What follows belongs to an exercise in optimizing a design on an open flow for small area; a production flow would make more cautious choices. Function was checked by simulation only, so behaviour that the tests miss may differ from the original. The flow treats the clock pin as an ideal source, which a real chip does not have. Power and IR drop assume default switching activity.

## flow/flow/downsize.tcl

```tcl
# Size down gates that have slack to spare, in the floorplan's database.
set res orfs/results/$::env(FLOW_PLATFORM)/cpu/base
read_db $res/2_floorplan.odb
read_liberty $::env(FLOW_HOME)/platforms/sky130hd/lib/sky130_fd_sc_hd__tt_025C_1v80.lib
read_sdc $res/2_floorplan.sdc
source $::env(FLOW_HOME)/platforms/sky130hd/setRC.tcl
report_design_area
report_worst_slack -max
repair_timing -recover_power 100 -verbose
report_design_area
report_worst_slack -max
write_db $res/2_floorplan.odb
```

## flow/flow/run.sh

```bash
#!/bin/bash
# The standard layout (standard.sh) with three changes that only make the
# layout smaller: the smallest buffer on every port, a clock tree of clkbuf_8
# without dummy loads, and, after the floorplan, gates on paths with positive
# slack sized down (repair_timing -recover_power). Each tool's full output goes
# to a log of its own here; ORFS also keeps per-step logs under orfs/logs/.
set -euo pipefail
export BUFFER_PORTS_ARGS="-buffer_cell sky130_fd_sc_hd__buf_1"
export CTS_ARGS="-sink_clustering_enable -repair_clock_nets -buf_list sky130_fd_sc_hd__clkbuf_8 -dont_use_dummy_load"
bash standard.sh synth floorplan > standard_floorplan.log 2>&1
openroad -no_init -exit flow/downsize.tcl > downsize.log 2>&1
bash standard.sh > standard_finish.log 2>&1
```

## flow/design.v

```verilog
module cpu #(
    parameter unsigned CLOCK_DIVIDER = 12
) (
    input logic clock_i,
    input logic reset_i,
    input logic [7:0] data_i,
    input logic data_valid_i,
    output logic [7:0] data_o,
    output logic [15:0] address_o,
    output logic bus_read_o,
    output logic bus_write_o
);
  logic [3:0] cnt;
  logic step;
  assign step = (cnt == 4'd3);
  always_ff @(posedge clock_i) begin
    if (reset_i) cnt <= 4'd7;
    else if (step) cnt <= 4'd8;
    else cnt <= cnt + 4'd1;
  end
  logic par;
  always_ff @(posedge clock_i) begin
    if (reset_i) par <= 1'b0;
    else if (step) par <= ~par;
  end
  logic late;   
  logic shift, first, last;
  always_comb begin
    if (late) begin
      shift = (cnt[3] & cnt[2]) | (~cnt[3] & ~cnt[2]);
      first = (cnt == 4'd12);
      last  = (cnt == 4'd3);
    end else begin
      shift = cnt[3];
      first = (cnt == 4'd8);
      last  = (cnt == 4'd15);
    end
  end
  localparam logic [3:0]
    Q_F0    = 4'd3,   
    Q_F1    = 4'd7,   
    Q_EXD   = 4'd1,   
    Q_EXN   = 4'd6,   
    Q_ZP1   = 4'd12,   
    Q_ZX1   = 4'd9,   
    Q_ZX2   = 4'd13,   
    Q_I3    = 4'd14,   
    Q_I4    = 4'd4,   
    Q_AB1   = 4'd5,   
    Q_AB2   = 4'd0,   
    Q_RST   = 4'd8,   
    Q_STUCK = 4'd10;   
  logic [3:0] q;
  logic [7:0] ir;
  logic [7:0] a, x, y, sp, t, h;
  logic c, cy;
  logic [15:0] pc;
  logic upc;   
  logic zh;   
  function automatic logic [3:0] decode(input logic [7:0] o);
    if (o == 8'hEA || o == 8'h38 || o == 8'h18 || o == 8'hAA || o == 8'hA8 || o == 8'h8A ||
        o == 8'h98 || o == 8'h9A || o == 8'hBA)
      decode = Q_EXN;
    else if (o == 8'hA9 || o == 8'hA2 || o == 8'hA0 || o == 8'h69 || o == 8'hE9 ||
             o == 8'hC9 || o == 8'h29 || o == 8'h49 || o == 8'h09)
      decode = Q_EXD;
    else if (o == 8'h85 || o == 8'hA5 || o == 8'hA6 || o == 8'hA4)
      decode = Q_ZP1;
    else if (o == 8'hB5 || o == 8'hA1)
      decode = Q_ZX1;
    else if (o == 8'hAD || o == 8'h6D || o == 8'hED || o == 8'hCD || o == 8'h2D ||
             o == 8'h4D || o == 8'h0D || o == 8'h4C)
      decode = Q_AB1;
    else
      decode = Q_STUCK;
  endfunction
  logic implied;
  assign implied = (data_i == 8'hEA) | (data_i == 8'h38) | (data_i == 8'h18) |
                   (data_i == 8'hAA) | (data_i == 8'hA8) | (data_i == 8'h8A) |
                   (data_i == 8'h98) | (data_i == 8'h9A) | (data_i == 8'hBA);
  logic [3:0] nq;
  logic nrd, nwr, set_upc, clr_upc, set_zh, clr_zh;
  logic pc_inc, pc_jmp;
  logic ld_ir, t_d, t_h, h_d;
  logic c_ld, c_v;
  logic f_sa_a, f_sa_x, f_sa_y, f_sa_sp, f_sb_t, f_binv, f_op0, f_op1, f_k1, f_kc, f_d_a, f_d_x, f_d_y, f_d_sp, f_d_t, f_upd_c, f_c_ld, f_c_v, f_is_sta, f_is_idx;
  assign f_sa_a = (~ir[7]) | (ir[6]) | (ir[5] & ~ir[4] & ir[3] & ~ir[0]);
  assign f_sa_x = (~ir[5] & ir[1]);
  assign f_sa_y = (~ir[5] & ~ir[1] & ~ir[0]);
  assign f_sa_sp = (ir[5] & ir[4] & ir[3]);
  assign f_sb_t = (~ir[3]) | (ir[0]);
  assign f_binv = (ir[7] & ir[6] & ir[5]);
  assign f_op0 = (~ir[7] & ~ir[6]);
  assign f_op1 = (~ir[7] & ~ir[5]);
  assign f_k1 = (ir[7] & ~ir[5] & ir[0]);
  assign f_kc = (ir[6] & ir[5]);
  assign f_d_a = (ir[5] & ir[0]) | (~ir[7] & ir[0]) | (ir[6] & ir[2] & ir[0]) | (ir[7] & ir[4] & ~ir[1]) | (~ir[6] & ~ir[4] & ir[3]);
  assign f_d_x = (~ir[6] & ir[1]);
  assign f_d_y = (ir[7] & ~ir[1] & ~ir[0]);
  assign f_d_sp = (ir[4] & ir[1]);
  assign f_d_t = 1'b1;
  assign f_upd_c = (ir[6] & ir[5] & ~ir[1]) | (ir[7] & ir[6] & ~ir[5]);
  assign f_c_ld = (~ir[3] & ~ir[0]) | (ir[5] & ~ir[3] & ir[2]) | (ir[7] & ~ir[6] & ir[3] & ~ir[2] & ir[0]) | (~ir[7] & ir[4]);
  assign f_c_v = (~ir[7] & ir[5]);
  assign f_is_sta = (~ir[5]);
  assign f_is_idx = (~ir[2]);
  always_comb begin
    nq = q;
    nrd = 1'b0;
    nwr = 1'b0;
    set_upc = 1'b0; clr_upc = 1'b0; set_zh = 1'b0; clr_zh = 1'b0;
    pc_inc = 1'b0; pc_jmp = 1'b0;
    ld_ir = 1'b0; t_d = 1'b0; t_h = 1'b0; h_d = 1'b0;
    c_ld = 1'b0; c_v = 1'b0;
    case (q)
      Q_F0, Q_F1: begin
        nq = Q_F0;
        if (data_valid_i) begin
          ld_ir = 1'b1;
          nq = decode(data_i);
          if (!implied) begin
            nrd = 1'b1; pc_inc = 1'b1;
          end
        end
      end
      Q_EXD, Q_EXN: begin
        if (data_valid_i || q == Q_EXN) begin
          nq = Q_F1;
          t_d = 1'b1;
          nrd = 1'b1; pc_inc = 1'b1; set_upc = 1'b1;
          c_ld = f_c_ld; c_v = f_c_v;
        end
      end
      Q_ZP1: begin
        if (data_valid_i) begin
          nq = Q_EXN;
          t_d = 1'b1; clr_upc = 1'b1; set_zh = 1'b1;
          if (f_is_sta) nwr = 1'b1;
          else nrd = 1'b1;
        end
      end
      Q_ZX1: begin
        if (data_valid_i) begin
          nq = Q_ZX2;
          t_d = 1'b1;
        end
      end
      Q_ZX2: begin
        nq = f_is_idx ? Q_I3 : Q_EXN;
        nrd = 1'b1; clr_upc = 1'b1; set_zh = 1'b1;
      end
      Q_I3: begin
        nq = Q_I4;
        nrd = 1'b1; t_h = 1'b1; h_d = 1'b1;
      end
      Q_I4: begin
        nq = Q_EXN;
        nrd = 1'b1; t_h = 1'b1; h_d = 1'b1; clr_zh = 1'b1;
      end
      Q_AB1, Q_RST: begin
        if (data_valid_i) begin
          nq = Q_AB2;
          t_d = 1'b1; nrd = 1'b1; pc_inc = 1'b1;
        end
      end
      Q_AB2: begin
        if (data_valid_i) begin
          nrd = 1'b1;
          if (!ir[0]) begin   
            nq = Q_F0;
            pc_jmp = 1'b1;
          end else begin
            nq = Q_EXD;
            h_d = 1'b1; clr_upc = 1'b1; clr_zh = 1'b1;
          end
        end
      end
      default: ;
    endcase
  end
  localparam logic [1:0] OP_ADD = 2'd0, OP_AND = 2'd1, OP_EOR = 2'd2, OP_ORA = 2'd3;
  logic sa_a, sa_x, sa_y, sa_sp, sa_h, sb_t, binv;
  logic [1:0] op;
  logic cin;
  logic d_a, d_x, d_y, d_sp, d_t, d_h;   
  logic r_x;   
  logic upd_c;
  always_comb begin
    sa_a = 1'b0; sa_x = 1'b0; sa_y = 1'b0; sa_sp = 1'b0; sa_h = 1'b0; sb_t = 1'b0;
    binv = 1'b0; op = OP_ORA; cin = 1'b0;
    d_a = 1'b0; d_x = 1'b0; d_y = 1'b0; d_sp = 1'b0; d_t = 1'b0; d_h = 1'b0;
    r_x = 1'b0;
    upd_c = 1'b0;
    case (q)
      Q_F1: begin
        sa_a = f_sa_a; sa_x = f_sa_x; sa_y = f_sa_y; sa_sp = f_sa_sp; sb_t = f_sb_t;
        binv = f_binv; op = {f_op1, f_op0}; cin = f_k1 | (f_kc & (c ^ f_binv));
        d_a = f_d_a; d_x = f_d_x; d_y = f_d_y; d_sp = f_d_sp; d_t = f_d_t;
        upd_c = f_upd_c;
      end
      Q_ZP1: begin   
        sa_a = 1'b1; d_h = 1'b1;
      end
      Q_ZX2: begin
        sa_x = 1'b1; r_x = 1'b1; sb_t = 1'b1; d_t = 1'b1; d_h = 1'b1; op = OP_ADD; cin = 1'b0;
      end
      Q_I3: begin
        sa_h = 1'b1; d_h = 1'b1; op = OP_ADD; cin = 1'b1;
      end
      Q_RST: begin
        d_a = 1'b1; d_x = 1'b1; d_y = 1'b1; d_sp = 1'b1;
      end
      default: ;
    endcase
  end
  logic ab, bb, z, ci, co;
  always_comb begin
    ab = (sa_a & a[0]) | (sa_x & x[0]) | (sa_y & y[0]) | (sa_sp & sp[0]) | (sa_h & h[0]);
    bb = (sb_t & t[0]) ^ binv;
    ci = first ? cin : cy;
    co = (ab & bb) | (ab & ci) | (bb & ci);
    case (op)
      OP_ADD: z = ab ^ bb ^ ci;
      OP_AND: z = ab & bb;
      OP_EOR: z = ab ^ bb;
      default: z = ab | bb;
    endcase
  end
  assign late = par & (q != Q_I3);
  logic sh_t, sh_h;
  assign sh_t  = shift & d_t;
  assign sh_h  = shift & d_h;
  always_ff @(posedge clock_i) begin
    a <= {(shift & d_a) ? z : a[0], a[7:1]};
    x <= {(shift & d_x & ~r_x) ? z : x[0], x[7:1]};
    y <= {(shift & d_y) ? z : y[0], y[7:1]};
    sp <= {(shift & d_sp) ? z : sp[0], sp[7:1]};
    if (shift) cy <= co;
    if (sh_t) t <= {z, t[7:1]};
    else if (step & t_d) t <= data_i;
    else if (step & t_h) t <= h;
    if (sh_h) h <= {z, h[7:1]};
    else if (step & h_d) h <= data_i;
  end
  always_ff @(posedge clock_i) begin
    if (reset_i) begin
      q <= Q_RST;
      ir[0] <= 1'b0;
      bus_read_o <= 1'b1;
      bus_write_o <= 1'b0;
      c <= 1'b0;
      pc <= 16'hFFFC;
      upc <= 1'b1;
    end else begin
      if (shift & last & upd_c) c <= co;
      if (step) begin
        q <= nq;
        if (ld_ir) ir <= data_i;
        bus_read_o <= nrd;
        bus_write_o <= nwr;
        if (set_upc) upc <= 1'b1;
        else if (clr_upc) upc <= 1'b0;
        if (set_zh) zh <= 1'b1;
        else if (clr_zh) zh <= 1'b0;
        if (c_ld) c <= c_v;
        if (pc_inc) pc <= pc + 16'd1;
        else if (pc_jmp) pc <= {data_i, t};
      end
    end
  end
  assign address_o = upc ? pc : {zh ? 8'd0 : h, t};
  assign data_o = h;
endmodule
```

## flow/config.mk

```make
export PLATFORM = sky130hd
export DESIGN_NAME = cpu
export DESIGN_NICKNAME = cpu
export VERILOG_FILES = /design/flow/design.v
export SDC_FILE = /design/flow/constraint.sdc
export NUM_CORES = 4
export LEC_CHECK = 0
export CAP_MARGIN = 20
export CORE_MARGIN = 2
export CORE_UTILIZATION = 55
export SLEW_MARGIN = 20
```

## flow/standard.sh

```bash
#!/bin/bash
# synth_recipe.tcl (not shown) runs the flow's synth.tcl, then flattens the netlist and writes it again
# the make line also repeats each setting of config.mk as NAME=value (left out here)
make -C /OpenROAD-flow-scripts/flow DESIGN_CONFIG=/design/flow/config.mk WORK_HOME=/design/flow/orfs CLKGATE_MAP_FILE= SYNTH_SCRIPT=/design/flow/synth_recipe.tcl "${@:-finish}"
```

## flow/constraint.sdc

```tcl
create_clock -name core_clock -period 10.0 [get_ports {clock_i}]
set_input_delay 2.0000 -clock core_clock [delete_from_list [all_inputs] [get_ports {clock_i}]]
set_output_delay 2.0000 -clock core_clock [all_outputs]
set_load 0.01 [all_outputs]
```

==> results.txt, run 1 <==
initial antenna violation count = 0
hold buffer count at cts = 0
sequential share of the synthesized area = 43.6%
Final Max Slew Viols = 0
min-delay worst type = reg -> reg
Async SR Flop Fraction = 0%
DIE AREA = 9040 um2
Relative slew margins = 33.2%
#FFs+latches synth = 87
ys flop type = dfxtp_1
CTS tree = yes
Detail Route Antenna Nets = 0
worst skew pair latency = 0.37 ns
DIE HEIGHT = 95.1 um
Total Routing Usage GR = 27.2%
Longest Clk Path Bufs = 2
Clock H-tree levels = 3
Clock transition at path regs = 0.10 ns
crit path max fanout = 12
min cycle time layout = 4.10 ns
Tcrit/Tclk final = 41.0%
1st-iter DRT viols = 391
hold path depth = 0
fin nets = 547
WP data arrival = 4.19 ns
Root Buffer = clkbuf_8
Pwr Density = 139 nW/um2
Initial Util = 56.1%
vias post-DR = 3901
cells after synthesis = 503
Rows = 33
outcome = complete, no violations
largest net degree at the start of global routing = 30
synth-to-layout area growth = 6.06%
Slew @ Worst Pin = 0.977 ns
CTS Buf Count = 9
Max Freq = 244 MHz
area of the mapped netlist = 4560 um2
Sink Count = 87
Vias/cell = 6.18
first-pass GRT wire length = 18600 um
max cap viols = 0
placer congestion estimate = 0.929
Post CTS Setup Buffer Count = 0
share of layout cells above drive strength 1 = 7.41%
Worst R2R Path Depth = 11
total negative setup slack = 0 ns
total wire length = 11800 um
synthesized area per cell = 9.07 um2
Worst VDD drop = 0.0000974 V
drt first pass iters = 5
grt total ovfl = 0
endpoint class of the critical path = flip-flop
core area = 8130 um2
Die Wd = 95.1 um
number of diodes = 0
WS Path Type = in -> reg
Final setup viols = 0
Port-buffer cells = 36
vias in the first global route = 3397
leakage power total = 1.75 nW
Critical Path Start Type = input port
Crit path required time = 10.09 ns
Post-synth EDFFs = 25
fill count = 746
cts repair resizes = 0
yosys warns = 1
wire per inst = 18.7 um
Synthesized Nets = 522
final hold violations = 0
DR DRC count = 0
hold_ws = 0.310 ns
synth unique cells = 70
Tot Pwr = 0.675 mW
Clock Skew = 0.0358 ns
# IOs = 37
RSZ-0062 raised after global routing = no
DP HPWL = 8290 um
cells in the mapped netlist (3+ instances only):
master | instances | area share, %
inv_1 | 17 | 1.4
nor2b_1 | 9 | 1.2
o21ai_0 | 51 | 5.6
dfxtp_1 | 62 | 27
a211oi_1 | 3 | 0.49
and3_1 | 6 | 0.82
mux2i_1 | 9 | 2.0
o21a_1 | 3 | 0.49
nor3_1 | 15 | 1.6
a22oi_1 | 6 | 0.99
o211ai_1 | 5 | 0.82
nand2b_1 | 17 | 2.3
o31ai_1 | 4 | 0.66
o32a_1 | 5 | 1.1
nor3b_1 | 4 | 0.66
o221a_2 | 5 | 1.2
or3_1 | 3 | 0.41
clkbuf_1 | 11 | 0.90
a31oi_1 | 5 | 0.69
a21oi_1 | 19 | 2.1
nand2_1 | 66 | 5.4
edfxtp_1 | 25 | 16
nand3_1 | 8 | 0.88
nor2_1 | 37 | 3.0
ha_1 | 7 | 1.9
nand4bb_1 | 3 | 0.74
mux2_2 | 22 | 5.4
nand4_1 | 5 | 0.69
a32oi_1 | 3 | 0.58
o22ai_1 | 3 | 0.41
buf_2 | 10 | 1.1
state kept, by name, summed over array words and instances (netlist names), 4 cells and up:
name	flops
pc	16
a	8
h	8
ir	8
sp	8
t	8
x	8
y	8
cnt	4
q	4
layout by cell type (no fill, tap or decap), types with 6 or more instances in the layout:
master / instances
edfxtp_1: 25
mux2_2: 14
mux2i_1: 9
a21oi_1: 19
nor2_1: 38
nor2b_1: 9
nor3_1: 15
dfxtp_1: 62
nand2b_1: 17
buf_1: 36
and3_1: 6
o21ai_0: 53
nand3_1: 9
a22oi_1: 6
clkbuf_8: 9
nand2_1: 66
mux2_1: 8
inv_1: 17
ha_1: 7
layer usage:
layer  wire length, um  global-route usage [%]  vias up  part of all wire (%)
met4               106                    7.73        0                  0.90
li1                  -                       -     1888                     -
met3               883                    4.82       10                   7.5
met1              5900                    42.2     1847                    50
met5                 0                       0        -                     0
met2              4940                    38.4      156                    42
final cells by class:
type / count / area [um2] / share of cell area (%)
sequential: 87 / 1990 / 41.1
timing repair buffer: 39 / 155 / 3.20
inverter: 18 / 67.6 / 1.40
multi-input combinational: 373 / 2370 / 49.0
tap: 105 / 131 / 2.71
clock buffer: 9 / 124 / 2.56
path summary, 6_finish.rpt:
check               start   end  slack, ns
max reg2reg          q[3]  t[7]       6.33
min reg2reg          x[5]  x[4]       0.31
max          data_valid_i  t[7]       5.90
min                  x[5]  x[4]       0.31
logic make-up after synthesis:
family,Yosys count,share of synthesized area (%)
AOI/OAI and AO/OA,143,21.4
xor gates and xnor gates,3,0.576
adders and majority gates,8,2.36
buffers and inverters,43,3.97
DFF,87,43.6
muxes,31,7.40
and+or+nand+nor,188,20.7
worst max-delay path, cell delays in order:
cell and delay (ns):
buf_1 0.45, nand2b_1 0.23, o21a_1 0.24, nor2_1 0.60, mux2_2 0.41, mux2_2 0.26
stage by stage:
step | cell area [um2] | std cells | util (%) | worst slack [ns]
floorplan | 4560 | 503 | - | 6.43
global placement | 4710 | 621 | 57.9 | 5.65
detailed placement | 4710 | 621 | 57.9 | 5.56
CTS | 4840 | 630 | 59.5 | 5.91
global route | 4840 | 631 | 59.5 | 5.76
finish | 4840 | 631 | 59.5 | 5.90
where the power goes:
group / switching [mW] / internal, mW / total, mW / leakage, nW
Combinational: 0.0592 / 0.0338 / 0.0930 / 0.954
Sequential: 0.0128 / 0.373 / 0.386 / 0.728
Clock: 0.115 / 0.0808 / 0.196 / 0.0647
==> inputs of run 2 (changes only) <==
--- a/flow/design.v
+++ b/flow/design.v
@@ -37,19 +37,17 @@
     end
   end
   localparam logic [3:0]
-    Q_F0    = 4'd3,   
-    Q_F1    = 4'd7,   
-    Q_EXD   = 4'd1,   
-    Q_EXN   = 4'd6,   
-    Q_ZP1   = 4'd12,   
-    Q_ZX1   = 4'd9,   
-    Q_ZX2   = 4'd13,   
-    Q_I3    = 4'd14,   
-    Q_I4    = 4'd4,   
+    Q_F0    = 4'd15,   
+    Q_F1    = 4'd1,   
+    Q_EXN   = 4'd14,   
+    Q_ZP1   = 4'd4,   
+    Q_ZX2   = 4'd0,   
+    Q_I3    = 4'd6,   
+    Q_I4    = 4'd2,   
     Q_AB1   = 4'd5,   
-    Q_AB2   = 4'd0,   
-    Q_RST   = 4'd8,   
-    Q_STUCK = 4'd10;   
+    Q_AB2   = 4'd9,   
+    Q_RST   = 4'd3,   
+    Q_STUCK = 4'd12;   
   logic [3:0] q;
   logic [7:0] ir;
   logic [7:0] a, x, y, sp, t, h;
@@ -63,11 +61,9 @@
       decode = Q_EXN;
     else if (o == 8'hA9 || o == 8'hA2 || o == 8'hA0 || o == 8'h69 || o == 8'hE9 ||
              o == 8'hC9 || o == 8'h29 || o == 8'h49 || o == 8'h09)
-      decode = Q_EXD;
-    else if (o == 8'h85 || o == 8'hA5 || o == 8'hA6 || o == 8'hA4)
+      decode = Q_EXN;
+    else if (o == 8'h85 || o == 8'hA5 || o == 8'hA6 || o == 8'hA4 || o == 8'hB5 || o == 8'hA1)
       decode = Q_ZP1;
-    else if (o == 8'hB5 || o == 8'hA1)
-      decode = Q_ZX1;
     else if (o == 8'hAD || o == 8'h6D || o == 8'hED || o == 8'hCD || o == 8'h2D ||
              o == 8'h4D || o == 8'h0D || o == 8'h4C)
       decode = Q_AB1;
@@ -104,6 +100,10 @@
   assign f_c_v = (~ir[7] & ir[5]);
   assign f_is_sta = (~ir[5]);
   assign f_is_idx = (~ir[2]);
+  logic f_is_zx;   
+  assign f_is_zx = ir[4] | ~ir[2];
+  logic f_needdv;   
+  assign f_needdv = (~ir[3] & ~ir[2] & ~ir[0]) | (ir[3] & ir[0]);
   always_comb begin
     nq = q;
     nrd = 1'b0;
@@ -123,8 +123,8 @@
           end
         end
       end
-      Q_EXD, Q_EXN: begin
-        if (data_valid_i || q == Q_EXN) begin
+      Q_EXN: begin
+        if (data_valid_i || !f_needdv) begin
           nq = Q_F1;
           t_d = 1'b1;
           nrd = 1'b1; pc_inc = 1'b1; set_upc = 1'b1;
@@ -133,16 +133,15 @@
       end
       Q_ZP1: begin
         if (data_valid_i) begin
-          nq = Q_EXN;
-          t_d = 1'b1; clr_upc = 1'b1; set_zh = 1'b1;
-          if (f_is_sta) nwr = 1'b1;
-          else nrd = 1'b1;
-        end
-      end
-      Q_ZX1: begin
-        if (data_valid_i) begin
-          nq = Q_ZX2;
           t_d = 1'b1;
+          if (f_is_zx) begin   
+            nq = Q_ZX2;
+          end else begin
+            nq = Q_EXN;
+            clr_upc = 1'b1; set_zh = 1'b1;
+            if (f_is_sta) nwr = 1'b1;
+            else nrd = 1'b1;
+          end
         end
       end
       Q_ZX2: begin
@@ -170,7 +169,7 @@
             nq = Q_F0;
             pc_jmp = 1'b1;
           end else begin
-            nq = Q_EXD;
+            nq = Q_EXN;
             h_d = 1'b1; clr_upc = 1'b1; clr_zh = 1'b1;
           end
         end
--- a/flow/flow/run.sh
+++ b/flow/flow/run.sh
@@ -9,4 +9,5 @@
 export CTS_ARGS="-sink_clustering_enable -repair_clock_nets -buf_list sky130_fd_sc_hd__clkbuf_8 -dont_use_dummy_load"
 bash standard.sh synth floorplan > standard_floorplan.log 2>&1
 openroad -no_init -exit flow/downsize.tcl > downsize.log 2>&1
+export POST_CTS_TCL="$PWD/flow/post_cts.tcl"
 bash standard.sh > standard_finish.log 2>&1
==> flow/flow/post_cts.tcl (new file) <==
# POST_CTS hook: size down gates that still have slack to spare, then legalize.
repair_timing -recover_power 100 -verbose
detailed_placement
check_placement -verbose
==> results.txt, run 2 <==
DIE AREA = 8790 um2
switching fraction of total power = 27.8%
Critical R2R Capture = h[7]
synth-to-layout area growth = 5.36%
ys flop type = dfxtp_1
Final Max Slew Viols = 0
max reg flops = 16
max cap viols = 0
Rows = 32
fin nets = 533
CTS tree = yes
Tot Pwr = 0.723 mW
drt first pass iters = 5
#FFs+latches synth = 87
Final setup viols = 0
1st-iter DRT viols = 384
Pwr Density = 155 nW/um2
Async SR Flop Fraction = 0%
main combinational cell family by area after synthesis = compound AO/OA/AOI/OAI gates
Total Routing Usage GR = 27.1%
Clock transition at path regs = 0.10 ns
Post-Place Cells = 604
hold path depth = 0
Detail Route Antenna Nets = 0
DR DRC count = 0
R2R Setup Slk = 6.38 ns
Critical Path Start Type = input port
worst r2r src = q[2]
Synthesized Nets = 506
Worst VDD drop = 0.000133 V
# IOs = 37
Tcrit/Tclk final = 42.7%
Worst R2R Path Depth = 11
Clk network pwr share = 26.7%
min-delay worst type = reg -> reg
crit path cell chain = clkbuf_1, or2b_1, a21oi_1, o311ai_0, a21oi_2, nor3_1, a311oi_1, a211oi_1
vias post-DR = 3776
share of layout cells above drive strength 1 = 4.49%
final hold violations = 0
DP HPWL = 8000 um
Power Internal = 0.522 mW
cells after synthesis = 487
Max Freq = 234 MHz
first-pass GRT wire length = 18400 um
total wire length = 11200 um
most common cell in the synthesized netlist = dfxtp_1
XOR/XNOR Fraction of Synth Area = 0.988%
Die Wd = 93.8 um
initial antenna violation count = 0
placed inst area = 4550 um2
outcome = complete, no violations
min-delay src = y[1]
Switch Pwr = 0.201 mW
synthesized area per cell = 9.10 um2
vias in the first global route = 3467
area occupied by multi-input gates = 2180 um2
synth top area cells = dfxtp_1 (28%), edfxtp_1 (17%), o21ai_0 (4.6%), nand2_1 (4.6%), mux2_2 (4.3%)
largest net degree at the start of global routing = 26
combinational power share = 14.8%
Clock Skew = 0.0378 ns
mux cell area share after synthesis = 7.03%
Synth Area in Compound Gates = 21.1%
Most flops, register = pc
min cycle time layout = 4.27 ns
Initial Util = 57.1%
commonest non-fill, non-tap cell in the layout = dfxtp_1
fin cells = 614
sequential power share = 58.4%
area of the mapped netlist = 4430 um2
utilization after layout = 60.1%
leakage power total = 1.75 nW
post-layout instance area = 4670 um2
DIE HEIGHT = 93.8 um
Hold Crit Endpoint = y[0]
WS Path Type = in -> reg
WP data arrival = 4.52 ns
post-synthesis adder-cell area fraction = 2.65%
sequential share of the synthesized area = 44.9%
CP peak stage delay = 0.73 ns
worst skew pair latency = 0.37 ns
synth unique cells = 69
total negative setup slack = 0 ns
top post-synthesis cells by count = dfxtp_1 (62), nand2_1 (54), o21ai_0 (41)
Crit path required time = 10.26 ns
fill count = 725
slowest CP cell = o311ai_0
most frequent cells in the layout = dfxtp_1 (62), nand2_1 (54), o21ai_0 (46)
RSZ-0062 raised after global routing = no
number of diodes = 0
area leader, netlist = dfxtp_1
Relative slew margins = 39.2%
FF/Latch Area = 1990 um2
placer congestion estimate = 0.930
wire per inst = 18.3 um
endpoint class of the critical path = flip-flop
Port-buffer cells = 36
Post-synth EDFFs = 25
yosys warns = 1
crit path max fanout = 9
core area = 7770 um2
area share of the largest cell type after synthesis = 28.0%
Post-Synth Simple-Gate Area = 18.5%
Vias/cell = 6.15
grt total ovfl = 0
Slew @ Worst Pin = 0.910 ns
Sink Count = 87
-- run 2: logic make-up after synthesis --
| group | after synthesis |
|---|---|
| multiplexers | 29 |
| AND/OR/NAND/NOR | 167 |
| AO/OA/AOI/OAI | 144 |
| adder cells (fa/ha/maj) | 9 |
| flip-flops | 87 |
| XOR/XNOR | 5 |
| buffers and inverters | 46 |
-- run 2: power groups by stage --
stage          logic [mW]  registers [mW]  clock network, mW
2_1_floorplan      0.0918           0.418                  0
3_3_place_gp        0.104           0.429                  0
3_5_place_dp        0.106           0.430                  0
5_1_grt             0.121           0.427              0.210
6_report            0.107           0.423              0.193
-- run 2: per-layer routing --
metal | wire, um | vias up | part of all wire (%) | track usage (%)
li1 | - | 1819 | - | -
met1 | 5460 | 1801 | 49 | 43.0
met2 | 4860 | 145 | 43 | 38.6
met3 | 819 | 11 | 7.3 | 4.33
met4 | 104 | 0 | 0.92 | 6.16
met5 | 0 | - | 0 | 0
-- run 2: metrics by stage --
step	worst slack (ns)	hold slack (ns)
2_1_floorplan	6.50	0.310
3_3_place_gp	5.20	0.311
3_5_place_dp	5.11	0.313
5_1_grt	5.47	0.311
6_report	5.73	0.305
-- run 2: cell type report --
cell class,count,share of cell area [%]
multi-input combinational,354,46.7
sequential,87,42.7
timing repair buffer,41,3.62
tap,102,2.73
clock buffer,9,2.65
inverter,21,1.69
-- run 2: worst max path at each step --
stage                            start  endpoint  slack [ns]
after floorplan           data_valid_i      t[6]        6.50
after global placement       data_i[5]     pc[6]        5.20
after detailed placement     data_i[5]    pc[11]        5.11
after global routing         data_i[6]     pc[9]        5.47
final                        data_i[6]    pc[10]        5.73
-- run 2: worst max-delay path, delay by kind of cell --
kind / cells / cell delay (ns)
compound gates: 5 / 1.46
simple gates: 2 / 0.77
buf+inv: 1 / 0.30
==> inputs of run 3 (changes only) <==
--- a/flow/flow/run.sh
+++ b/flow/flow/run.sh
@@ -9,5 +9,4 @@
 export CTS_ARGS="-sink_clustering_enable -repair_clock_nets -buf_list sky130_fd_sc_hd__clkbuf_8 -dont_use_dummy_load"
 bash standard.sh synth floorplan > standard_floorplan.log 2>&1
 openroad -no_init -exit flow/downsize.tcl > downsize.log 2>&1
-export POST_CTS_TCL="$PWD/flow/post_cts.tcl"
 bash standard.sh > standard_finish.log 2>&1
removed: flow/flow/post_cts.tcl
==> results.txt, run 3 <==
Post-synth EDFFs = 25
post-route setup slack = 5.46 ns
worst skew pair latency = 0.37 ns
max cap viols = 0
crit path max fanout = 20
Clock Skew = 0.0394 ns
core area = 7770 um2
DIE AREA = 8790 um2
Critical Path Start Type = input port
Synthesized Nets = 506
WS Path Type = in -> reg
Total Routing Usage GR = 27.1%
most common cell in the synthesized netlist = dfxtp_1
Async SR Flop Fraction = 0%
grt total ovfl = 0
Tcrit/Tclk final = 45.4%
Critical R2R Capture = t[7]
max reg flops = 16
Longest Clk Path Bufs = 2
# IOs = 37
Port-buffer cells = 36
Rows = 32
Root Buffer = clkbuf_8
hold path depth = 0
leakage power total = 1.75 nW
Detail Route Antenna Nets = 0
synth-to-layout area growth = 5.51%
cells after synthesis = 487
final hold violations = 0
wire per inst = 18.3 um
pre-CTS WS = 5.11 ns
Clock H-tree levels = 3
endpoint class of the critical path = flip-flop
fin nets = 532
hold buffer count at cts = 0
Hold Crit Endpoint = y[0]
synth unique cells = 69
Vias/cell = 6.19
min-delay src = y[1]
first-pass GRT wire length = 18400 um
most frequent cells in the layout = dfxtp_1 (62), nand2_1 (54), o21ai_0 (45)
Worst VDD drop = 0.000134 V
total negative setup slack = 0 ns
R2R Setup Slk = 6.36 ns
synth top area cells = dfxtp_1 (28%), edfxtp_1 (17%), o21ai_0 (4.6%), nand2_1 (4.6%), mux2_2 (4.3%)
min cycle time layout = 4.54 ns
#FFs+latches synth = 87
outcome = complete, no violations
area leader, netlist = dfxtp_1
commonest non-fill, non-tap cell in the layout = dfxtp_1
CTS tree = yes
initial antenna violation count = 0
1st-iter DRT viols = 389
RSZ-0062 raised after global routing = no
Slew @ Worst Pin = 1.00 ns
CP peak stage delay = 0.85 ns
ys flop type = dfxtp_1
DR DRC count = 0
Final Max Slew Viols = 0
vias in the first global route = 3477
synthesized area per cell = 9.10 um2
Sink Count = 87
Clock transition at path regs = 0.11 ns
Worst R2R Path Depth = 11
DIE HEIGHT = 93.8 um
Pwr Density = 155 nW/um2
Crit path required time = 10.21 ns
worst r2r src = q[2]
Initial Util = 57.1%
largest net degree at the start of global routing = 26
area share of the largest cell type after synthesis = 28.0%
yosys warns = 1
WP data arrival = 4.74 ns
drt first pass iters = 5
crit path cell chain = buf_1, inv_1, a2111oi_1, o311ai_0, a21oi_2, nor2_1, a311oi_1, a21oi_1
vias post-DR = 3795
min-delay worst type = reg -> reg
Final setup viols = 0
total wire length = 11200 um
Max Freq = 220 MHz
DP HPWL = 8000 um
top post-synthesis cells by count = dfxtp_1 (62), nand2_1 (54), o21ai_0 (41)
CTS Buf Count = 9
cts repair resizes = 0
placer congestion estimate = 0.930
number of diodes = 0
sequential share of the synthesized area = 44.9%
slowest CP cell = a21oi_2
Most flops, register = pc
share of layout cells above drive strength 1 = 5.09%
Die Wd = 93.8 um
area of the mapped netlist = 4430 um2
Relative slew margins = 33.1%
Post CTS Setup Buffer Count = 0
## run 3: where the power goes
group	internal, mW	switching, mW
sequential	0.399	0.0233
combinational	0.0416	0.0652
clock	0.0808	0.113
## run 3: kinds of logic after synthesis
logic type,share of synthesized area (%)
flip-flops,44.9
multiplexers,7.03
buffers and inverters,4.80
adder cells (fa/ha/maj),2.65
XOR/XNOR,0.988
AND/OR/NAND/NOR,18.5
AO/OA/AOI/OAI,21.1
## run 3: stage by stage
stage | instances | cell area [um2] | power (mW) | hold WS (ns) | util, %
detailed placement | 604 | 4550 | 0.536 | 0.313 | 58.6
CTS | 613 | 4680 | 0.726 | 0.310 | 60.2
global route | 613 | 4680 | 0.757 | 0.311 | 60.2
global placement | 604 | 4550 | 0.533 | 0.311 | 58.6
floorplan | 487 | 4430 | 0.510 | 0.310 | -
finish | 613 | 4680 | 0.723 | 0.305 | 60.2
## run 3: how the worst max path moves through the flow
stage,from,end,cells past startpoint
6_report,data_i[5],pc[6],8
5_1_grt,data_i[5],pc[11],8
4_1_cts,data_i[5],pc[6],8
3_5_place_dp,data_i[5],pc[11],8
3_3_place_gp,data_i[5],pc[6],8
2_1_floorplan,data_valid_i,t[6],7
## run 3: critical path: cells and delay by family
family / cells / cell delay (ns)
buffers and inverters: 2 / 0.44
and+or+nand+nor: 1 / 0.33
AOI/OAI and AO/OA: 5 / 1.95
## run 3: routing by layer
metal	up-vias	track usage (%)	part of all wire (%)
li1	1822	-	-
met5	-	0	0
met1	1817	42.8	49
met4	0	6.28	0.93
met2	145	38.6	43
met3	11	4.33	7.2
## run 3: final cells by class
class | instances | area (um2)
fill | 723 | 3090
multi-input combinational | 354 | 2190
sequential | 87 | 1990
timing repair buffer | 40 | 165
tap | 102 | 128
clock buffer | 9 | 124
inverter | 21 | 78.8
==> inputs of run 4 (changes only) <==
--- a/flow/design.v
+++ b/flow/design.v
@@ -38,16 +38,16 @@
   end
   localparam logic [3:0]
     Q_F0    = 4'd15,   
-    Q_F1    = 4'd1,   
-    Q_EXN   = 4'd14,   
-    Q_ZP1   = 4'd4,   
-    Q_ZX2   = 4'd0,   
-    Q_I3    = 4'd6,   
-    Q_I4    = 4'd2,   
-    Q_AB1   = 4'd5,   
-    Q_AB2   = 4'd9,   
-    Q_RST   = 4'd3,   
-    Q_STUCK = 4'd12;   
+    Q_F1    = 4'd0,   
+    Q_EXN   = 4'd9,   
+    Q_ZP1   = 4'd12,   
+    Q_ZX2   = 4'd5,   
+    Q_I3    = 4'd7,   
+    Q_I4    = 4'd6,   
+    Q_AB1   = 4'd3,   
+    Q_AB2   = 4'd4,   
+    Q_RST   = 4'd2,   
+    Q_STUCK = 4'd11;   
   logic [3:0] q;
   logic [7:0] ir;
   logic [7:0] a, x, y, sp, t, h;
@@ -75,7 +75,7 @@
                    (data_i == 8'hAA) | (data_i == 8'hA8) | (data_i == 8'h8A) |
                    (data_i == 8'h98) | (data_i == 8'h9A) | (data_i == 8'hBA);
   logic [3:0] nq;
-  logic nrd, nwr, set_upc, clr_upc, set_zh, clr_zh;
+  logic nrd;
   logic pc_inc, pc_jmp;
   logic ld_ir, t_d, t_h, h_d;
   logic c_ld, c_v;
@@ -107,8 +107,6 @@
   always_comb begin
     nq = q;
     nrd = 1'b0;
-    nwr = 1'b0;
-    set_upc = 1'b0; clr_upc = 1'b0; set_zh = 1'b0; clr_zh = 1'b0;
     pc_inc = 1'b0; pc_jmp = 1'b0;
     ld_ir = 1'b0; t_d = 1'b0; t_h = 1'b0; h_d = 1'b0;
     c_ld = 1'b0; c_v = 1'b0;
@@ -127,7 +125,7 @@
         if (data_valid_i || !f_needdv) begin
           nq = Q_F1;
           t_d = 1'b1;
-          nrd = 1'b1; pc_inc = 1'b1; set_upc = 1'b1;
+          nrd = 1'b1; pc_inc = 1'b1;
           c_ld = f_c_ld; c_v = f_c_v;
         end
       end
@@ -138,15 +136,13 @@
             nq = Q_ZX2;
           end else begin
             nq = Q_EXN;
-            clr_upc = 1'b1; set_zh = 1'b1;
-            if (f_is_sta) nwr = 1'b1;
-            else nrd = 1'b1;
+            if (!f_is_sta) nrd = 1'b1;
           end
         end
       end
       Q_ZX2: begin
         nq = f_is_idx ? Q_I3 : Q_EXN;
-        nrd = 1'b1; clr_upc = 1'b1; set_zh = 1'b1;
+        nrd = 1'b1;
       end
       Q_I3: begin
         nq = Q_I4;
@@ -154,7 +150,7 @@
       end
       Q_I4: begin
         nq = Q_EXN;
-        nrd = 1'b1; t_h = 1'b1; h_d = 1'b1; clr_zh = 1'b1;
+        nrd = 1'b1; t_h = 1'b1; h_d = 1'b1;
       end
       Q_AB1, Q_RST: begin
         if (data_valid_i) begin
@@ -170,7 +166,7 @@
             pc_jmp = 1'b1;
           end else begin
             nq = Q_EXN;
-            h_d = 1'b1; clr_upc = 1'b1; clr_zh = 1'b1;
+            h_d = 1'b1;
           end
         end
       end
@@ -246,27 +242,27 @@
       q <= Q_RST;
       ir[0] <= 1'b0;
       bus_read_o <= 1'b1;
-      bus_write_o <= 1'b0;
       c <= 1'b0;
       pc <= 16'hFFFC;
-      upc <= 1'b1;
     end else begin
       if (shift & last & upd_c) c <= co;
       if (step) begin
         q <= nq;
         if (ld_ir) ir <= data_i;
         bus_read_o <= nrd;
-        bus_write_o <= nwr;
-        if (set_upc) upc <= 1'b1;
-        else if (clr_upc) upc <= 1'b0;
-        if (set_zh) zh <= 1'b1;
-        else if (clr_zh) zh <= 1'b0;
         if (c_ld) c <= c_v;
         if (pc_inc) pc <= pc + 16'd1;
         else if (pc_jmp) pc <= {data_i, t};
       end
     end
   end
+  logic f_mem, f_zp, f_is_sta_s;
+  assign f_is_sta_s = ~ir[5] & ~ir[3];   
+  assign f_mem = (~ir[3] & ir[0]) | ir[2];   
+  assign f_zp = ~ir[3] & ir[2];   
+  assign upc = ~((q == Q_I3) | (q == Q_I4) | ((q == Q_EXN) & f_mem));
+  assign zh = (q == Q_I3) | (q == Q_I4) | ((q == Q_EXN) & f_zp);
+  assign bus_write_o = (q == Q_EXN) & f_is_sta_s;
   assign address_o = upc ? pc : {zh ? 8'd0 : h, t};
   assign data_o = h;
 endmodule
==> results.txt, run 4 <==
commonest non-fill, non-tap cell in the layout = dfxtp_1
endpoint class of the critical path = output port
Worst R2R Path Depth = 10
synth top area cells = dfxtp_1 (28%), edfxtp_1 (17%), nand2_1 (4.6%), o21ai_0 (4.0%), mux2_2 (3.4%)
pre-CTS WS = 5.55 ns
sequential share of the synthesized area = 44.1%
top post-synthesis cells by count = dfxtp_1 (60), nand2_1 (53), nor2_1 (37)
Post CTS Setup Buffer Count = 0
cts repair resizes = 0
Tcrit/Tclk final = 48.6%
outcome = complete, no violations
Clock H-tree levels = 3
Crit path required time = 8.00 ns
CTS Buf Count = 9
max reg flops = 16
Final Max Slew Viols = 0
Root Buffer = clkbuf_8
#FFs+latches synth = 84
area share of the largest cell type after synthesis = 27.6%
Synthesized Nets = 506
total wire length = 11600 um
final hold violations = 0
Power Internal = 0.535 mW
core area = 7690 um2
most frequent cells in the layout = dfxtp_1 (60), nand2_1 (53), o21ai_0 (38)
Relative slew margins = 32.8%
post-route setup slack = 5.14 ns
yosys warns = 1
Slew @ Worst Pin = 1.01 ns
WS Path Type = reg -> out
crit path max fanout = 25
synth-to-layout area growth = 5.14%
WP data arrival = 2.86 ns
switching fraction of total power = 28.2%
initial antenna violation count = 0
min-delay src = sp[1]
min cycle time layout = 4.86 ns
combinational power share = 16.9%
Final setup viols = 0
area of the mapped netlist = 4360 um2
Rows = 32
first-pass GRT wire length = 19000 um
Clock Skew = 0.0315 ns
Critical Path Start Type = flip-flop
Vias/cell = 6.39
Initial Util = 56.7%
worst skew pair latency = 0.35 ns
number of diodes = 0
Hold Crit Endpoint = sp[0]
min-delay worst type = reg -> reg
DP HPWL = 8350 um
Async SR Flop Fraction = 0%
R2R Setup Slk = 6.27 ns
Port-buffer cells = 36
fin nets = 527
Total Routing Usage GR = 28.2%
1st-iter DRT viols = 401
post-layout instance area = 4580 um2
Clk network pwr share = 24.6%
synthesized area per cell = 8.94 um2
CTS tree = yes
total negative setup slack = 0 ns
DIE HEIGHT = 93.0 um
drt first pass iters = 5
Max Freq = 206 MHz
Sink Count = 84
Die Wd = 93.0 um
cells after synthesis = 487
vias post-DR = 3883
max cap viols = 0
ys flop type = dfxtp_1
placer congestion estimate = 1.00
grt total ovfl = 0
RSZ-0062 raised after global routing = no
leakage power total = 1.69 nW
synth unique cells = 74
Clock transition at path regs = 0.07 ns
DIE AREA = 8650 um2
Longest Clk Path Bufs = 2
Critical R2R Capture = h[7]
most common cell in the synthesized netlist = dfxtp_1
Worst VDD drop = 0.000110 V
worst r2r src = q[1]
Switch Pwr = 0.210 mW
largest net degree at the start of global routing = 26
sequential power share = 58.5%
Most flops, register = pc
Pwr Density = 163 nW/um2
share of layout cells above drive strength 1 = 4.94%
Post-synth EDFFs = 24
placed inst area = 4460 um2
area leader, netlist = dfxtp_1
vias in the first global route = 3566
Detail Route Antenna Nets = 0
hold path depth = 0
wire per inst = 19.1 um
DR DRC count = 0
hold buffer count at cts = 0
# IOs = 37
fill count = 714
-- run 4: changes by cell type in the layout (fill, tap and decap cells not counted), moves of 4 or more --
| cell | before | now |
|---|---|---|
| o21ai_0 | 45 | 38 |
| mux2i_1 | 12 | 4 |
| nor2_1 | 41 | 37 |
| nand3_1 | 9 | 18 |
| a31oi_1 | 1 | 15 |
| o32a_1 | 1 | 5 |
| inv_1 | 21 | 31 |
| nand2b_1 | 16 | 3 |
| a211oi_1 | 6 | 1 |
| nand4_1 | 7 | 2 |
-- run 4: kinds of logic after synthesis --
| family | after synthesis | share of synthesized area, % |
|---|---|---|
| mux | 20 | 5.06 |
| fa+ha+maj | 9 | 2.70 |
| compound gates | 155 | 24.4 |
| buf+inv | 58 | 5.63 |
| simple gates | 156 | 17.1 |
| flops | 84 | 44.1 |
| xor+xnor | 5 | 1.01 |
-- run 4: how the worst max path moves through the flow --
stage          from            end  slack, ns  depth (start not counted)
2_1_floorplan  q[3]   address_o[6]       6.18                          6
6_report       q[3]   address_o[3]       5.14                          4
5_1_grt        q[3]  address_o[15]       4.85                          5
3_3_place_gp   q[0]   address_o[3]       5.62                          4
4_1_cts        q[3]   address_o[3]       5.17                          4
3_5_place_dp   q[0]   address_o[3]       5.55                          4
-- run 4: stage by stage --
| stage | util (%) | hold slack [ns] | std cells | power [mW] |
|---|---|---|---|---|
| final | 59.6 | 0.313 | 608 | 0.744 |
| after global routing | 59.6 | 0.312 | 608 | 0.785 |
| after CTS | 59.6 | 0.313 | 608 | 0.751 |
| after detailed placement | 58.0 | 0.312 | 599 | 0.568 |
| after global placement | 58.0 | 0.310 | 599 | 0.563 |
| after floorplan | - | 0.310 | 487 | 0.530 |
-- run 4: metal layers --
layer,share of wire (%),global-route usage (%),vias to the layer above
li1,-,-,1820
met1,44,40.7,1838
met2,46,43.1,197
met3,7.5,4.83,28
met4,2.5,9.07,0
met5,0,0,-
-- run 4: critical path, stage by stage (launching register included) --
cell and delay (ns):
dfxtp_1 0.80, nand4bb_1 0.30, o21ai_2 0.87, mux2_2 0.41, buf_1 0.12
-- run 4: power by group through the flow --
stage	sequential [mW]	clock (mW)	combinational [mW]
global placement	0.439	0	0.124
floorplan	0.429	0	0.101
CTS	0.436	0.189	0.126
global route	0.442	0.201	0.141
finish	0.435	0.183	0.126
detailed placement	0.443	0	0.125
-- run 4: layout make-up --
cell class | instances | area, um2 | share of cell area (%)
well taps | 102 | 128 | 2.79
inverters | 31 | 116 | 2.54
multi-input cells | 345 | 2150 | 46.9
clock buffers | 9 | 124 | 2.70
flip-flops and latches | 84 | 1920 | 42.0
repair buffers | 37 | 143 | 3.11
==> inputs of run 5 (changes only) <==
--- a/flow/design.v
+++ b/flow/design.v
@@ -37,17 +37,19 @@
     end
   end
   localparam logic [3:0]
-    Q_F0    = 4'd15,   
-    Q_F1    = 4'd0,   
-    Q_EXN   = 4'd9,   
+    Q_F0    = 4'd3,   
+    Q_F1    = 4'd7,   
+    Q_EXD   = 4'd1,   
+    Q_EXN   = 4'd6,   
     Q_ZP1   = 4'd12,   
-    Q_ZX2   = 4'd5,   
-    Q_I3    = 4'd7,   
-    Q_I4    = 4'd6,   
-    Q_AB1   = 4'd3,   
-    Q_AB2   = 4'd4,   
-    Q_RST   = 4'd2,   
-    Q_STUCK = 4'd11;   
+    Q_ZX1   = 4'd9,   
+    Q_ZX2   = 4'd13,   
+    Q_I3    = 4'd14,   
+    Q_I4    = 4'd4,   
+    Q_AB1   = 4'd5,   
+    Q_AB2   = 4'd0,   
+    Q_RST   = 4'd8,   
+    Q_STUCK = 4'd10;   
   logic [3:0] q;
   logic [7:0] ir;
   logic [7:0] a, x, y, sp, t, h;
@@ -61,9 +63,11 @@
       decode = Q_EXN;
     else if (o == 8'hA9 || o == 8'hA2 || o == 8'hA0 || o == 8'h69 || o == 8'hE9 ||
              o == 8'hC9 || o == 8'h29 || o == 8'h49 || o == 8'h09)
-      decode = Q_EXN;
-    else if (o == 8'h85 || o == 8'hA5 || o == 8'hA6 || o == 8'hA4 || o == 8'hB5 || o == 8'hA1)
+      decode = Q_EXD;
+    else if (o == 8'h85 || o == 8'hA5 || o == 8'hA6 || o == 8'hA4)
       decode = Q_ZP1;
+    else if (o == 8'hB5 || o == 8'hA1)
+      decode = Q_ZX1;
     else if (o == 8'hAD || o == 8'h6D || o == 8'hED || o == 8'hCD || o == 8'h2D ||
              o == 8'h4D || o == 8'h0D || o == 8'h4C)
       decode = Q_AB1;
@@ -75,7 +79,7 @@
                    (data_i == 8'hAA) | (data_i == 8'hA8) | (data_i == 8'h8A) |
                    (data_i == 8'h98) | (data_i == 8'h9A) | (data_i == 8'hBA);
   logic [3:0] nq;
-  logic nrd;
+  logic nrd, nwr, set_upc, clr_upc, set_zh, clr_zh;
   logic pc_inc, pc_jmp;
   logic ld_ir, t_d, t_h, h_d;
   logic c_ld, c_v;
@@ -100,13 +104,11 @@
   assign f_c_v = (~ir[7] & ir[5]);
   assign f_is_sta = (~ir[5]);
   assign f_is_idx = (~ir[2]);
-  logic f_is_zx;   
-  assign f_is_zx = ir[4] | ~ir[2];
-  logic f_needdv;   
-  assign f_needdv = (~ir[3] & ~ir[2] & ~ir[0]) | (ir[3] & ir[0]);
   always_comb begin
     nq = q;
     nrd = 1'b0;
+    nwr = 1'b0;
+    set_upc = 1'b0; clr_upc = 1'b0; set_zh = 1'b0; clr_zh = 1'b0;
     pc_inc = 1'b0; pc_jmp = 1'b0;
     ld_ir = 1'b0; t_d = 1'b0; t_h = 1'b0; h_d = 1'b0;
     c_ld = 1'b0; c_v = 1'b0;
@@ -121,28 +123,31 @@
           end
         end
       end
-      Q_EXN: begin
-        if (data_valid_i || !f_needdv) begin
+      Q_EXD, Q_EXN: begin
+        if (data_valid_i || q == Q_EXN) begin
           nq = Q_F1;
           t_d = 1'b1;
-          nrd = 1'b1; pc_inc = 1'b1;
+          nrd = 1'b1; pc_inc = 1'b1; set_upc = 1'b1;
           c_ld = f_c_ld; c_v = f_c_v;
         end
       end
       Q_ZP1: begin
         if (data_valid_i) begin
+          nq = Q_EXN;
+          t_d = 1'b1; clr_upc = 1'b1; set_zh = 1'b1;
+          if (f_is_sta) nwr = 1'b1;
+          else nrd = 1'b1;
+        end
+      end
+      Q_ZX1: begin
+        if (data_valid_i) begin
+          nq = Q_ZX2;
           t_d = 1'b1;
-          if (f_is_zx) begin   
-            nq = Q_ZX2;
-          end else begin
-            nq = Q_EXN;
-            if (!f_is_sta) nrd = 1'b1;
-          end
         end
       end
       Q_ZX2: begin
         nq = f_is_idx ? Q_I3 : Q_EXN;
-        nrd = 1'b1;
+        nrd = 1'b1; clr_upc = 1'b1; set_zh = 1'b1;
       end
       Q_I3: begin
         nq = Q_I4;
@@ -150,7 +155,7 @@
       end
       Q_I4: begin
         nq = Q_EXN;
-        nrd = 1'b1; t_h = 1'b1; h_d = 1'b1;
+        nrd = 1'b1; t_h = 1'b1; h_d = 1'b1; clr_zh = 1'b1;
       end
       Q_AB1, Q_RST: begin
         if (data_valid_i) begin
@@ -165,8 +170,8 @@
             nq = Q_F0;
             pc_jmp = 1'b1;
           end else begin
-            nq = Q_EXN;
-            h_d = 1'b1;
+            nq = Q_EXD;
+            h_d = 1'b1; clr_upc = 1'b1; clr_zh = 1'b1;
           end
         end
       end
@@ -242,27 +247,27 @@
       q <= Q_RST;
       ir[0] <= 1'b0;
       bus_read_o <= 1'b1;
+      bus_write_o <= 1'b0;
       c <= 1'b0;
       pc <= 16'hFFFC;
+      upc <= 1'b1;
     end else begin
       if (shift & last & upd_c) c <= co;
       if (step) begin
         q <= nq;
         if (ld_ir) ir <= data_i;
         bus_read_o <= nrd;
+        bus_write_o <= nwr;
+        if (set_upc) upc <= 1'b1;
+        else if (clr_upc) upc <= 1'b0;
+        if (set_zh) zh <= 1'b1;
+        else if (clr_zh) zh <= 1'b0;
         if (c_ld) c <= c_v;
         if (pc_inc) pc <= pc + 16'd1;
         else if (pc_jmp) pc <= {data_i, t};
       end
     end
   end
-  logic f_mem, f_zp, f_is_sta_s;
-  assign f_is_sta_s = ~ir[5] & ~ir[3];   
-  assign f_mem = (~ir[3] & ir[0]) | ir[2];   
-  assign f_zp = ~ir[3] & ir[2];   
-  assign upc = ~((q == Q_I3) | (q == Q_I4) | ((q == Q_EXN) & f_mem));
-  assign zh = (q == Q_I3) | (q == Q_I4) | ((q == Q_EXN) & f_zp);
-  assign bus_write_o = (q == Q_EXN) & f_is_sta_s;
   assign address_o = upc ? pc : {zh ? 8'd0 : h, t};
   assign data_o = h;
 endmodule
==> flow/flow/run.sh (replaced) <==
#!/bin/bash
# The standard layout (standard.sh) with changes that only make the layout
# smaller: the smallest buffer on every port; gates with slack to spare sized
# down after the floorplan (repair_timing -recover_power); and a clock net
# buffered by a single clkbuf_16 at the registers' centroid instead of an
# H-tree. Each tool's full output goes to a log of its own here; ORFS also keeps
# per-step logs under orfs/logs/.
set -euo pipefail
export BUFFER_PORTS_ARGS="-buffer_cell sky130_fd_sc_hd__buf_1"
export POST_FLOORPLAN_TCL="$PWD/flow/downsize_hook.tcl"
export PRE_CTS_TCL="$PWD/flow/clock.tcl"
bash standard.sh > standard.log 2>&1
==> flow/flow/clock.tcl (new file) <==
# PRE_CTS hook: drive every register's clock pin from one clkbuf_16 placed at
# the registers' centroid; the clock port then feeds only that buffer.
set block [ord::get_db_block]
set clknet [$block findNet clock_i]
set master [[ord::get_db] findMaster sky130_fd_sc_hd__clkbuf_16]
set buf [odb::dbInst_create $block $master clkroot]
set net [odb::dbNet_create $block clkroot_net]
$net setSigType CLOCK
set sx 0
set sy 0
set n 0
foreach it [$clknet getITerms] {
  set inst [$it getInst]
  if { [$inst getName] eq "clkroot" } { continue }
  set b [$inst getBBox]
  set sx [expr {$sx + ([$b xMin] + [$b xMax]) / 2}]
  set sy [expr {$sy + ([$b yMin] + [$b yMax]) / 2}]
  incr n
  $it disconnect
  $it connect $net
}
[$buf findITerm A] connect $clknet
[$buf findITerm X] connect $net
$buf setLocation [expr {$sx / $n}] [expr {$sy / $n}]
$buf setPlacementStatus PLACED
puts "clock.tcl: clkroot drives $n clock pins"
==> flow/flow/downsize_hook.tcl (new file) <==
# POST_FLOORPLAN hook: size down gates that have slack to spare.
repair_timing -recover_power 100 -verbose
removed: flow/flow/downsize.tcl
==> results.txt, run 5 <==
hold buffer count at cts = 0
final hold violations = 0
outcome = complete, no violations
Detail Route Antenna Nets = 0
CTS Buf Count = 9
ys flop type = dfxtp_1
min cycle time layout = 3.95 ns
Final setup viols = 0
crit path cell chain = buf_1, nand2b_1, o21a_1, nor2_1, mux2_2, mux2_2
min-delay worst type = reg -> reg
cts repair resizes = 0
most common cell in the synthesized netlist = nand2_1
commonest non-fill, non-tap cell in the layout = nand2_1
Vias/cell = 6.18
Worst VDD drop = 0.000108 V
largest net degree at the start of global routing = 30
area leader, netlist = dfxtp_1
crit path max fanout = 12
Async SR Flop Fraction = 0%
synthesized area per cell = 9.07 um2
Most flops, register = pc
Port-buffer cells = 36
yosys warns = 1
synth unique cells = 70
synth top area cells = dfxtp_1 (27%), edfxtp_1 (16%), o21ai_0 (5.6%), nand2_1 (5.4%), mux2_2 (5.4%)
post-layout instance area = 4950 um2
slowest CP cell = nor2_1
max reg flops = 16
vias post-DR = 3951
Tcrit/Tclk final = 39.5%
Crit path required time = 10.23 ns
placer congestion estimate = 0.929
WP data arrival = 4.18 ns
XOR/XNOR Fraction of Synth Area = 0.576%
max cap viols = 0
area share of the largest cell type after synthesis = 27.2%
drt first pass iters = 5
WS Path Type = in -> reg
Post-synth EDFFs = 25
Initial Util = 56.1%
Synth Area in Compound Gates = 21.4%
sequential share of the synthesized area = 43.6%
endpoint class of the critical path = flip-flop
CTS tree = yes
mux cell area share after synthesis = 7.40%
RSZ-0062 raised after global routing = no
DIE HEIGHT = 95.1 um
number of diodes = 0
#FFs+latches synth = 87
Clock transition at path regs = 0.11 ns
DR DRC count = 0
# IOs = 37
crit-path most repeated cell = mux2_2
grt total ovfl = 0
main combinational cell family by area after synthesis = compound AO/OA/AOI/OAI gates
Total Routing Usage GR = 27.0%
Clock Skew = 0.0191 ns
placed inst area = 4710 um2
Synthesized Nets = 522
share of layout cells above drive strength 1 = 8.80%
first-pass GRT wire length = 18600 um
total negative setup slack = 0 ns
Sink Count = 87
Critical Path Start Type = input port
Relative slew margins = 33.7%
fin nets = 548
most frequent cells in the layout = nand2_1 (66), dfxtp_1 (62), o21ai_0 (53)
Post-Synth Simple-Gate Area = 20.7%
top post-synthesis cells by count = nand2_1 (66), dfxtp_1 (62), o21ai_0 (51)
synth-to-layout area growth = 8.55%
Pwr Density = 152 nW/um2
initial antenna violation count = 0
fill count = 735
1st-iter DRT viols = 318
Die Wd = 95.1 um
vias in the first global route = 3428
Slew @ Worst Pin = 0.970 ns
post-synthesis adder-cell area fraction = 2.36%
total wire length = 11900 um
DIE AREA = 9040 um2
worst skew pair latency = 0.48 ns
DP HPWL = 8290 um
Post CTS Setup Buffer Count = 0
area of the mapped netlist = 4560 um2
leakage power total = 1.80 nW
CP peak stage delay = 0.60 ns
Rows = 33
cells after synthesis = 503
Max Freq = 253 MHz
Final Max Slew Viols = 0
core area = 8130 um2
wire per inst = 18.6 um
## run 5: final timing paths
path	startpoint	end	slack, ns	cells after the start
max	data_valid_i	t[7]	6.05	6
max reg2reg	q[1]	t[7]	6.31	10
min	a[6]	a[5]	0.32	0
min reg2reg	a[6]	a[5]	0.32	0
## run 5: layout make-up, without the clock buffers
type / instances / area [um2] / area share (%)
multi-input combinational: 373 / 2370 / 47.9
timing repair buffer: 39 / 155 / 3.13
sequential: 87 / 1990 / 40.2
inverter: 18 / 67.6 / 1.36
clock inverter: 7 / 88.8 / 1.79
buffer: 1 / 25.0 / 0.505
tap: 105 / 131 / 2.65
## run 5: where the power goes
group | internal [mW] | switching [mW]
clock network | 0.118 | 0.157
logic | 0.0338 | 0.0592
registers | 0.373 | 0.0127
## run 5: through the flow
step           hold WS [ns]  power, mW  utilization, %  setup slack (ns)  std cells
3_5_place_dp          0.314      0.485            57.9              5.56        621
4_1_cts               0.324      0.759            60.9              6.04        638
2_1_floorplan         0.310      0.459               -              6.43        503
5_1_grt               0.328      0.789            60.9              5.90        639
6_report              0.323      0.754            60.9              6.05        639
3_3_place_gp          0.310      0.484            57.9              5.65        621
## run 5: layer usage
metal	vias to the layer above	routed length, um	share of wire [%]	global-route usage, %
li1	1901	-	-	-
met1	1867	5800	49	42.1
met5	-	0	0	0
met3	10	878	7.4	4.11
met4	0	113	0.95	7.00
met2	173	5070	43	38.7
## run 5: worst max-delay path, delay by kind of cell
kind | cells | cell delay [ns]
AO/OA/AOI/OAI | 1 | 0.24
buffers and inverters | 1 | 0.43
AND/OR/NAND/NOR | 2 | 0.83
multiplexers | 2 | 0.68
## run 5: cell families (layout without fill, tap and decap cells)
kind of cell    count (synthesis)  in the layout
mux                            31             31
xor+xnor                        3              3
flops                          87             87
buf+inv                        43             74
fa+ha+maj                       8              8
simple gates                  188            188
compound gates                143            143

-- what the ideal ports hide --
The flow's constraints put no driver on any port. The routed layouts listed below were extracted and timed again, unchanged, in two steps. Step 1 (the two cells are an assumption about what drives the block):
set clk [get_ports {clock_i}]
set_driving_cell -lib_cell sky130_fd_sc_hd__clkbuf_16 $clk
set_driving_cell -lib_cell sky130_fd_sc_hd__buf_2 [delete_from_list [all_inputs] $clk]
Step 2 moves the port delays by t, midway between the first and last clock arrival at a register: inputs arrive t later, outputs are due t later. That takes back most of the time a late clock gives input paths. Three values: ideal, step 1, step 2; two values: the first two.
run | t, ns | setup slack, ns | worst setup path after step 2 | latest minus earliest clock arrival (ns) | worst slew at a driven data input, ns
run 1 | 0.386 | 5.899 / 5.908 / 5.522 | input to register | 0.036 / 0.036 | 0.03
run 2 | 0.379 | 5.735 / 5.742 / 5.363 | input to register | 0.038 / 0.038 | 0.03
run 3 | 0.381 | 5.464 / 5.471 / 5.090 | input to register | 0.039 / 0.040 | 0.03
run 4 | 0.371 | 5.144 / 5.112 / 5.483 | register to output | 0.032 / 0.032 | 0.03
run 5 | 0.512 | 6.047 / 6.032 / 5.548 | input to register | 0.019 / 0.020 | 0.03
After both steps every run listed still meets setup and hold. For run 5, which loses most, drivers alone change the setup slack by -0.015 ns; drivers and shift together by -0.499 ns.
